Source: an optimization exercise on an open RTL-to-GDS flow (aim: a short achievable clock period and few clock cycles). Production flows keep margins and buffers that such runs may drop.
The RTL was checked by simulation tests, not by an equivalence proof against the original design.
No activity file was given, so power comes from the tool's default toggle rates.

==> inputs of job 8843 <==
// ARM
module ARM (
    input clk,
    input rst,
    output [31:0] imem_addr,
    input [31:0] imem_data,
    output [17:0] SRAM_ADDR,
    output [15:0] SRAM_DQ_O,
    input [15:0] SRAM_DQ_I,
    output SRAM_WE_N
);
clock: 21.0 ns
lec_check: 0
cap_margin: 70
core_margin: 2
core_utilization: 55
place_density: 0.7
setup_slack_margin: 0.4
slew_margin: 70
standard.sh (not shown) runs the stock make flow with config.mk's settings and CLKGATE_MAP_FILE= SYNTH_SCRIPT=/design/flow/synth_recipe.tcl, a recipe that flattens the netlist after the stock synthesis.
==> flow/flow/run.sh <==
#!/bin/bash
# The standard layout, with repair_timing asked to leave a large setup
# margin at the design's own clock period and constraints, so that it sizes
# and buffers the critical paths (the period is measured as period - slack).
set -euo pipefail
bash standard.sh SETUP_SLACK_MARGIN=16.5 finish > standard_flow.log 2>&1
==> job 7753 (differences from job 8843) <==
--- a/flow/design.v
+++ b/flow/design.v
@@ -15,22 +15,24 @@
   reg  [31:0] e_target;
   always @(posedge clk)
     if (rst) pc <= 32'd0;
     else if (adv) pc <= br_taken ? e_target : pc4;
   assign imem_addr = pc;
   reg [31:0] d_inst, d_pc4;
   reg        d_valid;
   always @(posedge clk)
-    if (rst) d_valid <= 1'b0;
-    else if (adv) d_valid <= 1'b1;
-  always @(posedge clk)
-    if (adv) begin
-      d_inst <= imem_data;
-      d_pc4  <= pc4;
+    if (rst) begin
+      d_valid <= 1'b0;
+      d_inst  <= 32'd0;
+      d_pc4   <= 32'd0;
+    end else if (adv) begin
+      d_valid <= 1'b1;
+      d_inst  <= imem_data;
+      d_pc4   <= pc4;
     end
   wire [3:0] d_cond = d_inst[31:28];
   wire [1:0] d_mode = d_inst[27:26];
   wire d_I = d_inst[25];
   wire [3:0] d_opc = d_inst[24:21];
   wire d_Sb = d_inst[20];
   wire [3:0] d_rn = d_inst[19:16];
   wire [3:0] d_rd = d_inst[15:12];
@@ -78,75 +80,76 @@
   reg [31:0] rf[0:15];
   reg w2_wb_en, w2_pend, w2_tag;
   reg [3:0] w2_dest;
   reg [31:0] w2_res;
   reg ld_now, ld_now_tag;
   reg [15:0] ld_lo;
   wire w2_arrive = w2_pend & ld_now & (w2_tag == ld_now_tag);
   wire [31:0] w2_val = w2_pend ? {SRAM_DQ_I, ld_lo} : w2_res;
-  reg [15:0] rf_wr;
-  always @(posedge clk)
-    if (rst) rf_wr <= 16'd0;
-    else if (adv & w2_wb_en) rf_wr[w2_dest] <= 1'b1;
+  integer i;
   always @(posedge clk)
-    if (adv & w2_wb_en) rf[w2_dest] <= w2_val;
-  wire [31:0] rf1 = rf_wr[d_src1] ? rf[d_src1] : {28'd0, d_src1};
-  wire [31:0] rf2 = rf_wr[d_src2] ? rf[d_src2] : {28'd0, d_src2};
-  wire [31:0] d_val1 = (w2_wb_en && w2_dest == d_src1) ? w2_val : rf1;
-  wire [31:0] d_val2 = (w2_wb_en && w2_dest == d_src2) ? w2_val : rf2;
+    if (rst) begin
+      for (i = 0; i < 16; i = i + 1) rf[i] <= i;
+    end else if (adv & w2_wb_en) rf[w2_dest] <= w2_val;
+  wire [31:0] d_val1 = (w2_wb_en && w2_dest == d_src1) ? w2_val : rf[d_src1];
+  wire [31:0] d_val2 = (w2_wb_en && w2_dest == d_src2) ? w2_val : rf[d_src2];
   reg [3:0] e_cond, e_dest;
   reg e_wb, e_S, e_ldr, e_str, e_b, e_use1, e_use2;
   reg e_mov, e_mvn, e_add, e_adc, e_sub, e_sbc, e_and, e_orr, e_eor;
   reg [31:0] e_val1, e_val2, e_imm;
   reg e_selimm, e_len, e_ren;
   reg [4:0] e_lamt, e_ramt;
-  reg [3:0] e_s1, e_s2;
+  reg [2:0] e_m1, e_m2;
   reg m_wb_en, m_pend, m_tag;
   reg [3:0] m_dest;
   reg [31:0] m_res;
   reg w_wb_en, w_pend, w_tag;
   reg [3:0] w_dest;
   reg [31:0] w_res;
-  wire e_wb_now;   
-  wire n1_w = (d_src1 == m_dest) & m_wb_en;
-  wire n1_m = ~n1_w & (d_src1 == e_dest) & e_wb_now;
-  wire n1_2 = ~n1_w & ~n1_m & (d_src1 == w_dest) & w_wb_en;
-  wire n2_w = (d_src2 == m_dest) & m_wb_en;
-  wire n2_m = ~n2_w & (d_src2 == e_dest) & e_wb_now;
-  wire n2_2 = ~n2_w & ~n2_m & (d_src2 == w_dest) & w_wb_en;
   always @(posedge clk)
     if (rst) begin
       {e_wb, e_S, e_ldr, e_str, e_b, e_use1, e_use2} <= 7'b0;
+      {e_mov, e_mvn, e_add, e_adc, e_sub, e_sbc, e_and, e_orr, e_eor} <= 9'b0;
+      e_cond <= 4'd0;
+      e_dest <= 4'd0;
+      e_val1 <= 32'd0;
+      e_val2 <= 32'd0;
+      e_imm <= 32'd0;
+      e_selimm <= 1'b0;
+      e_len <= 1'b0;
+      e_ren <= 1'b0;
+      e_lamt <= 5'd0;
+      e_ramt <= 5'd0;
+      e_target <= 32'd0;
+      e_m1 <= 3'd0;
+      e_m2 <= 3'd0;
     end else if (adv) begin
+      e_cond <= d_cond;
+      e_dest <= d_rd;
       e_wb <= d_wb;
       e_S <= d_S;
       e_ldr <= d_ldr;
       e_str <= d_str;
       e_b <= d_b;
       e_use1 <= d_use1;
       e_use2 <= d_use2;
-    end
-  always @(posedge clk)
-    if (adv) begin
-      e_cond <= d_cond;
-      e_dest <= d_rd;
       {e_mov, e_mvn, e_add, e_adc, e_sub, e_sbc, e_and, e_orr, e_eor} <=
           {a_mov, a_mvn, a_add, a_adc, a_sub, a_sbc, a_and, a_orr, a_eor};
       e_val1 <= d_val1;
       e_val2 <= d_val2;
       e_imm <= d_imm;
       e_selimm <= d_selimm;
       e_len <= d_len;
       e_ren <= d_ren;
       e_lamt <= d_lamt;
       e_ramt <= d_ramt;
       e_target <= d_target;
-      e_s1 <= {~(n1_w | n1_m | n1_2), n1_2, n1_m, n1_w};
-      e_s2 <= {~(n2_w | n2_m | n2_2), n2_2, n2_m, n2_w};
+      e_m1 <= {d_src1 == w_dest, d_src1 == m_dest, d_src1 == e_dest};
+      e_m2 <= {d_src2 == w_dest, d_src2 == m_dest, d_src2 == e_dest};
     end
   reg [3:0] flags;   
   wire fN = flags[3], fZ = flags[2], fC = flags[1], fV = flags[0];
   reg pass;
   always @* begin
     case (e_cond)
       4'd0: pass = fZ;
       4'd1: pass = ~fZ;
@@ -160,47 +163,46 @@
       4'd9: pass = ~fC & fZ;
       4'd10: pass = fN == fV;
       4'd11: pass = fN != fV;
       4'd12: pass = ~fZ & (fN == fV);
       4'd13: pass = fZ | (fN != fV);
       default: pass = 1'b1;
     endcase
   end
-  wire s1_w = e_s1[0], s1_m = e_s1[1], s1_2 = e_s1[2], s1_i = e_s1[3];
-  wire s2_w = e_s2[0], s2_m = e_s2[1], s2_2 = e_s2[2], s2_i = e_s2[3];
-  wire [31:0] op1 = ({32{s1_w}} & w_res) | ({32{s1_m}} & m_res) | ({32{s1_2}} & w2_res) | ({32{s1_i}} & e_val1);
-  wire [31:0] op2 = ({32{s2_w}} & w_res) | ({32{s2_m}} & m_res) | ({32{s2_2}} & w2_res) | ({32{s2_i}} & e_val2);
+  wire s1_w = e_m1[1] & w_wb_en;
+  wire s1_m = ~s1_w & e_m1[0] & m_wb_en;
+  wire s1_2 = ~s1_w & ~s1_m & e_m1[2] & w2_wb_en;
+  wire s2_w = e_m2[1] & w_wb_en;
+  wire s2_m = ~s2_w & e_m2[0] & m_wb_en;
+  wire s2_2 = ~s2_w & ~s2_m & e_m2[2] & w2_wb_en;
+  wire [31:0] op1 = s1_w ? w_res : s1_m ? m_res : s1_2 ? w2_res : e_val1;
+  wire [31:0] op2 = s2_w ? w_res : s2_m ? m_res : s2_2 ? w2_res : e_val2;
   wire pend1 = (s1_w & w_pend) | (s1_m & m_pend) | (s1_2 & w2_pend);
   wire pend2 = (s2_w & w_pend) | (s2_m & m_pend) | (s2_2 & w2_pend);
   wire [31:0] shl = e_len ? (op2 << e_lamt) : 32'd0;
   wire [31:0] shr = e_ren ? (op2 >> e_ramt) : 32'd0;
   wire [31:0] a = op1;
   wire [31:0] b = e_selimm ? e_imm : (shl | shr);
   wire inv = e_sub | e_sbc;
   wire [31:0] bb = inv ? ~b : b;
   wire cin = (e_adc & fC) | e_sub | (e_sbc & ~fC);
-  wire [33:0] sumc = {1'b0, a, 1'b1} + {1'b0, bb, cin};
-  wire [32:0] sum = sumc[33:1];
+  wire [32:0] sum = {1'b0, a} + {1'b0, bb} + {32'd0, cin};
   wire arith = e_add | e_adc | e_sub | e_sbc;
-  wire [31:0] lres = ({32{e_mov}} & b) | ({32{e_mvn}} & ~b) |
-                     ({32{e_and}} & (a & b)) | ({32{e_orr}} & (a | b)) | ({32{e_eor}} & (a ^ b));
-  wire [31:0] res = ({32{arith}} & sum[31:0]) | lres;
-  wire [31:0] zk = {a[30:0] | bb[30:0], cin};
-  wire zsum = ((a ^ bb) ^ zk) == 32'd0;
+  wire [31:0] res = ({32{arith}} & sum[31:0]) | ({32{e_mov}} & b) | ({32{e_mvn}} & ~b) |
+                    ({32{e_and}} & (a & b)) | ({32{e_orr}} & (a | b)) | ({32{e_eor}} & (a ^ b));
   wire rN = res[31];
-  wire rZ = arith ? zsum : (lres == 32'd0);
+  wire rZ = res == 32'd0;
   wire a_pos = ~a[31] & (a != 32'd0);
   wire b_pos = ~b[31] & (b != 32'd0);
   wire r_pos = ~res[31] & ~rZ;
   wire rC = (e_add & (a[31] ^ b[31] ^ sum[32])) | (e_adc & sum[32]);
   wire rV = ((e_add | e_adc) & ((a_pos & b_pos & res[31]) | (a[31] & b[31] & r_pos))) |
             ((e_sub | e_sbc) & ((a_pos & b[31] & res[31]) | (a[31] & b_pos & r_pos)));
   wire e_memop = (e_ldr | e_str) & pass;
-  assign e_wb_now = e_wb & pass;
   assign br_taken = e_b & pass;
   localparam [1:0] S_IDLE = 2'd0, S_STLO = 2'd1, S_LDLO = 2'd2, S_HI = 2'd3;
   reg [1:0] sst;
   reg hi_ld, ld_tag;
   reg [17:0] sa;
   reg swe_n;
   reg [15:0] sdo, st_hi;
   wire port_busy = (sst == S_STLO) | (sst == S_LDLO);
@@ -209,17 +211,21 @@
   wire issue = adv & e_memop;
   always @(posedge clk) begin
     if ((sst == S_HI) & hi_ld) ld_lo <= SRAM_DQ_I;
     if (rst) begin
       sst <= S_IDLE;
       swe_n <= 1'b1;
       ld_now <= 1'b0;
       ld_now_tag <= 1'b0;
+      ld_tag <= 1'b0;
       hi_ld <= 1'b0;
+      sa <= 18'd0;
+      sdo <= 16'd0;
+      st_hi <= 16'd0;
     end else begin
       ld_now <= (sst == S_HI) & hi_ld;
       ld_now_tag <= ld_tag;
       if (issue) begin
         sa <= {sum[18:2], 1'b0};
         swe_n <= ~e_str;
         sdo <= op2[15:0];
         st_hi <= op2[31:16];
@@ -270,29 +276,33 @@
   wire n2_tag = adv ? w_tag : w2_tag;
   wire [3:0] n2_dest = adv ? w_dest : w2_dest;
   wire [31:0] n2_res = adv ? w_res : w2_res;
   wire am = ld_now & nm_pend & (nm_tag == ld_now_tag);
   wire aw = ld_now & nw_pend & (nw_tag == ld_now_tag);
   wire a2 = ld_now & n2_pend & (n2_tag == ld_now_tag);
   always @(posedge clk)
     if (rst) begin
-      {m_wb_en, m_pend, w_wb_en, w_pend, w2_wb_en, w2_pend} <= 6'd0;
+      {m_wb_en, m_pend, m_tag, w_wb_en, w_pend, w_tag, w2_wb_en, w2_pend, w2_tag} <= 9'd0;
+      m_dest <= 4'd0;
+      w_dest <= 4'd0;
+      w2_dest <= 4'd0;
+      m_res <= 32'd0;
+      w_res <= 32'd0;
+      w2_res <= 32'd0;
     end else begin
       m_wb_en <= nm_wb_en;
+      m_tag <= nm_tag;
+      m_dest <= nm_dest;
       m_pend <= nm_pend & ~am;
+      m_res <= am ? ld_word : nm_res;
       w_wb_en <= nw_wb_en;
+      w_tag <= nw_tag;
+      w_dest <= nw_dest;
       w_pend <= nw_pend & ~aw;
+      w_res <= aw ? ld_word : nw_res;
       w2_wb_en <= n2_wb_en;
+      w2_tag <= n2_tag;
+      w2_dest <= n2_dest;
       w2_pend <= n2_pend & ~a2;
+      w2_res <= a2 ? ld_word : n2_res;
     end
-  always @(posedge clk) begin
-    m_tag <= nm_tag;
-    m_dest <= nm_dest;
-    m_res <= am ? ld_word : nm_res;
-    w_tag <= nw_tag;
-    w_dest <= nw_dest;
-    w_res <= aw ? ld_word : nw_res;
-    w2_tag <= n2_tag;
-    w2_dest <= n2_dest;
-    w2_res <= a2 ? ld_word : n2_res;
-  end
 endmodule
==> flow/run.sh (new file) <==
#!/bin/bash
# synth_recipe.tcl (not shown) runs the flow's synth.tcl, then flattens the netlist and writes it again
# the make line also repeats each setting of config.mk as NAME=value (left out here)
make -C /OpenROAD-flow-scripts/flow DESIGN_CONFIG=/design/flow/config.mk WORK_HOME=/design/flow/orfs CLKGATE_MAP_FILE= SYNTH_SCRIPT=/design/flow/synth_recipe.tcl finish
==> flow/config.mk (replaced) <==
export PLATFORM = sky130hd
export DESIGN_NAME = ARM
export DESIGN_NICKNAME = ARM
export VERILOG_FILES = /design/flow/design.v
export SDC_FILE = /design/flow/constraint.sdc
export NUM_CORES = 4
export LEC_CHECK = 0
export CAP_MARGIN = 20
export CORE_MARGIN = 2
export CORE_UTILIZATION = 40
export PLACE_DENSITY = 0.6
export SETUP_SLACK_MARGIN = 0.4
export SLEW_MARGIN = 20
removed: flow/flow/run.sh
removed: flow/standard.sh
==> job 2030 (differences from job 8843) <==
--- a/flow/design.v
+++ b/flow/design.v
@@ -173,18 +173,17 @@
   wire pend2 = (s2_w & w_pend) | (s2_m & m_pend) | (s2_2 & w2_pend);
   wire [31:0] shl = e_len ? (op2 << e_lamt) : 32'd0;
   wire [31:0] shr = e_ren ? (op2 >> e_ramt) : 32'd0;
   wire [31:0] a = op1;
   wire [31:0] b = e_selimm ? e_imm : (shl | shr);
   wire inv = e_sub | e_sbc;
   wire [31:0] bb = inv ? ~b : b;
   wire cin = (e_adc & fC) | e_sub | (e_sbc & ~fC);
-  wire [33:0] sumc = {1'b0, a, 1'b1} + {1'b0, bb, cin};
-  wire [32:0] sum = sumc[33:1];
+  wire [32:0] sum = {1'b0, a} + {1'b0, bb} + {32'd0, cin};
   wire arith = e_add | e_adc | e_sub | e_sbc;
   wire [31:0] lres = ({32{e_mov}} & b) | ({32{e_mvn}} & ~b) |
                      ({32{e_and}} & (a & b)) | ({32{e_orr}} & (a | b)) | ({32{e_eor}} & (a ^ b));
   wire [31:0] res = ({32{arith}} & sum[31:0]) | lres;
   wire [31:0] zk = {a[30:0] | bb[30:0], cin};
   wire zsum = ((a ^ bb) ^ zk) == 32'd0;
   wire rN = res[31];
   wire rZ = arith ? zsum : (lres == 32'd0);
==> flow/run.sh (new file) <==
#!/bin/bash
# synth_recipe.tcl (not shown) runs the flow's synth.tcl, then flattens the netlist and writes it again
# the make line also repeats each setting of config.mk as NAME=value (left out here)
make -C /OpenROAD-flow-scripts/flow DESIGN_CONFIG=/design/flow/config.mk WORK_HOME=/design/flow/orfs CLKGATE_MAP_FILE= SYNTH_SCRIPT=/design/flow/synth_recipe.tcl finish
==> flow/config.mk (replaced) <==
export PLATFORM = sky130hd
export DESIGN_NAME = ARM
export DESIGN_NICKNAME = ARM
export VERILOG_FILES = /design/flow/design.v
export SDC_FILE = /design/flow/constraint.sdc
export NUM_CORES = 4
export LEC_CHECK = 0
export CAP_MARGIN = 20
export CORE_MARGIN = 2
export CORE_UTILIZATION = 40
export PLACE_DENSITY = 0.6
export SETUP_SLACK_MARGIN = 0.4
export SLEW_MARGIN = 20
removed: flow/flow/run.sh
removed: flow/standard.sh
==> run_results.csv <==
group,metric,value,unit
outcome,outcome,"timing/DRC/antenna clean",
clock_tree,clock_latency,0.77,ns
pwr,combPwrFrac,15.3,%
floorplan,taps,1917,
synth,synth_compound_gate_area_share,14.6,%
That was job 7753.
==> run_results.csv <==
group,metric,value,unit
placement,dp_hpwl,136,mm
outcome,outcome,"timing/DRC/antenna clean",
floorplan,taps,1876,
synth,synth_compound_gate_area_share,11.6,%
clock_tree,clock_latency,0.78,ns
That was job 2030.
==> run_results.csv <==
group,metric,value,unit
final_layout,design_area,68200,um^2
floorplan,taps,1368,
grt,use_met3,8.29,%
synth,ys.flop_type,"edfxtp_1",
clock_tree,clock_latency,0.74,ns
outcome,outcome,"timing/DRC/antenna clean",
synth,synth_compound_gate_area_share,11.6,%
That was job 8843.
Testbench counts of job 8843, summed over its fixed seeds: cycles 43,177.
Testbench counts of job 7753, summed over its fixed seeds: cycles 43,177.
Testbench counts of job 2030, summed over its fixed seeds: cycles 43,177.

afterwards: timing with drivers on the ports:
No port has a modelled driver above. Below, the same layouts with a new extraction and two added sets of constraints. Step 1, drivers: a clkbuf_16 drives clk and a buf_2 each remaining input, both assumed. Step 2 adds t to the input delays and takes it off the output delays; t is the mean of the earliest and latest rising clock arrival at the registers after step 1. Input paths then give back, and output paths get back, about the clock's delay inside the block. Three values: no drivers, after step 1, after step 2; two values: the first two.
run	t (ns)	slack for setup (ns)	worst setup path at the end	latest minus earliest clock arrival (ns)	worst data-port slew with drivers (ns)
job 8843	0.780	15.134 / 15.134 / 15.134	register to register	0.060 / 0.060	0.09
job 7753	0.808	12.312 / 12.312 / 12.276	input to register	0.078 / 0.078	0.09
job 2030	0.810	13.529 / 13.529 / 13.529	register to register	0.107 / 0.106	0.07
After both steps every run listed still meets setup and hold. The setup slack of job 7753, which loses most, moves by 0.000 ns with the drivers and by -0.036 ns with both steps.
